From an optimization exercise on the open Yosys and OpenROAD flow, aimed at small area, a short achievable clock period and few clock cycles per item; shortcuts taken in it are not production practice.
RTL that was checked went through simulation tests only; none was proved equivalent to the original.

== run 4 ==
Design insertionSort, start of the top module:
module insertionSort #(
    parameter NUM_VALS = 32,
    parameter SIZE_DATA = 16
)(
    input  logic                          i_clk,
    input  logic                          i_rst_n,
    input  logic                          i_start,
    input  logic [NUM_VALS*SIZE_DATA-1:0] i_data,
    output logic                          o_done,
    output logic [NUM_VALS*SIZE_DATA-1:0] o_data
);
Size in the first run: ~530 flip-flops, roughly 1000 I/O pins, ~51000 um^2 of cells after synthesis.
==> flow/config.mk <==
export PLATFORM = sky130hd
export DESIGN_NAME = insertionSort
export DESIGN_NICKNAME = insertionSort
export VERILOG_FILES = /design/flow/design.v
export SDC_FILE = /design/flow/constraint.sdc
export NUM_CORES = 8
export LEC_CHECK = 0
export ABC_AREA = 1
export CAP_MARGIN = 20
export CORE_AREA = 2 2 378 378
export CTS_CLUSTER_DIAMETER = 120
export CTS_CLUSTER_SIZE = 20
export DIE_AREA = 0 0 380 380
export SLEW_MARGIN = 20
==> flow/constraint.sdc <==
create_clock -name core_clock -period 10.0 [get_ports {i_clk}]
set_input_delay 2.0000 -clock core_clock [delete_from_list [all_inputs] [get_ports {i_clk}]]
set_output_delay 2.0000 -clock core_clock [all_outputs]
set_load 0.01 [all_outputs]
standard.sh (not shown) runs the stock make flow with config.mk's settings and CLKGATE_MAP_FILE= SYNTH_SCRIPT=/design/flow/synth_recipe.tcl, a recipe that flattens the netlist after the stock synthesis.
==> flow/flow/run.sh <==
#!/bin/bash
# The standard ORFS layout (the standard.sh, standard synthesis unchanged)
# with two changes: the port buffers the standard flow's flow inserts use a small buffer
# cell instead of the delay buffer buffer_ports picks by default, and repair
# aims for a setup slack margin of MARGIN ns against the 10 ns clock.
# Each tool's output goes to ORFS's own logs under orfs/logs; the make output
# is kept in standard.log.
set -euo pipefail
MARGIN=$(cat flow/margin.txt)
PORTBUF=$(cat flow/portbuf.txt)
bash standard.sh "SETUP_SLACK_MARGIN=${MARGIN}" \
    "BUFFER_PORTS_ARGS=-buffer_cell ${PORTBUF}" finish > standard.log 2>&1
==> flow/flow/margin.txt <==
6.6
==> flow/flow/portbuf.txt <==
sky130_fd_sc_hd__buf_1
Run 4 finished end to end and its layout was clean on timing, DRC and antenna.
Testbench counts of run 4, summed over its fixed seeds: cycles 1,920, sorts 192.
Modified inputs, run 3 compared to run 4
diff --git a/flow/design.v b/flow/design.v
--- a/flow/design.v
+++ b/flow/design.v
@@ -74,23 +74,23 @@
         sel[0][1] = sel[0][1] | s01;
         sel[1][0] = sel[1][0] | s01;
         sel[2][3] = sel[2][3] | s23;
         sel[3][2] = sel[3][2] | s23;
         sel[0][2] = sel[0][2] | s02;
         sel[2][0] = sel[2][0] | s02;
         sel[1][3] = sel[1][3] | s13;
         sel[3][1] = sel[3][1] | s13;
     end
     always_comb begin
         for (int k = 0; k < 4; k++) begin
-            o_y[k*W +: W] = i_load ? i_din[k*W +: W] :
+            o_y[k*W +: W] = ({W{i_load}} & i_din[k*W +: W]) |
                             ({W{sel[k][0]}} & x[0]) | ({W{sel[k][1]}} & x[1]) |
                             ({W{sel[k][2]}} & x[2]) | ({W{sel[k][3]}} & x[3]);
         end
     end
 endmodule
 module insertionSort #(
     parameter NUM_VALS = 32,
     parameter SIZE_DATA = 16
 )(
     input  logic                          i_clk,
     input  logic                          i_rst_n,
@@ -104,25 +104,31 @@
     localparam int G = N / 4;
     localparam int STEPS = 9;
     logic             r_busy;
     logic [3:0]      r_cnt;
     logic [N*W-1:0]   r_key;             
     logic [N*W-1:0]   w_perm;            
     logic [N*W-1:0]   w_next;            
     logic [N*W-1:0]   w_din;             
     logic [G*24-1:0]  w_ctl;             
     logic [G*24-1:0]  r_ctl;             
     logic [3:0]      w_step;            
+    logic             w_run;             
     assign w_step = r_busy ? r_cnt + 1'b1 : '0;
-    always_ff @(posedge i_clk)
-        r_ctl <= w_ctl;
+    assign w_run  = r_busy ? (r_cnt != STEPS-1) : i_start;
+    always_ff @(posedge i_clk or negedge i_rst_n) begin
+        if (!i_rst_n)
+            r_ctl <= '0;
+        else
+            r_ctl <= w_run ? w_ctl : '0;
+    end
     always_comb begin
         w_ctl = '0;
         case (w_step)
             4'd0: w_ctl = 192'h001428001428008241008241001428001428008241008241;
             4'd1: w_ctl = 192'h100000100000100000100000100000100000100000100000;
             4'd2: w_ctl = 192'h001428001428008241008241001428001428008241008241;
             4'd3: w_ctl = 192'h0d00000d00000d00000d0000010000010000010000010000;
             4'd4: w_ctl = 192'h001428001428008241008241001428001428008241008241;
             4'd5: w_ctl = 192'h001428001428001428001428008241008241008241008241;
             4'd6: w_ctl = 192'h008241008241008241008241008241008241008241008241;
             4'd7: w_ctl = 192'h008241008241008241008241008241008241008241008241;
Findings:
Comparing run 4 and run 3, the lower wire length of the first global-routing pass was measured on run 4.
Taking run 4 as the reference, in run 3 initial antenna violation count +10, largest net degree at the start of global routing went down 19, portion of the clock cycle consumed by the worst path in the final layout grew by 0.98 points, register-to-register slack higher.
Delta (run 3 minus run 4): post-layout net count now sits lower; final cell count dropped 112; amount of wire on met2 after detailed routing up 4.7%.
When run 3 is set beside run 4, its worst-case hold slack turns out to be 0.042 ns smaller.
Per the comparison of run 3 with run 4, final-layout clock buffer total lower, met3 routing resource usage after global routing held steady.
Function not checked in run 3: the RTL went through the layout flow alone.

==> port drivers added, routing unchanged <==
The flow's constraints put no driver on any port. The routed layouts listed below were extracted and timed again, unchanged, in two steps.
Step 1 (the two cells are an assumption about what drives the block):
set clk [get_ports {i_clk}]
set_driving_cell -lib_cell sky130_fd_sc_hd__clkbuf_16 $clk
set_driving_cell -lib_cell sky130_fd_sc_hd__buf_2 [delete_from_list [all_inputs] $clk]
Step 2 also shifts input and output timing later by t, the mid clock arrival at the registers, as if the neighbouring blocks saw the same clock.
Three values: ideal ports, drivers, drivers and shift; two values: the first two.
run | shift t [ns] | setup WS [ns] | worst register clock-pin slew, ns
run 4 | 0.748 | 6.549 / 6.476 / 6.549 | 0.11 / 0.11
run 3 | 0.742 | 6.451 / 6.354 / 6.522 | 0.11 / 0.11
After both steps every run listed still meets setup and hold.
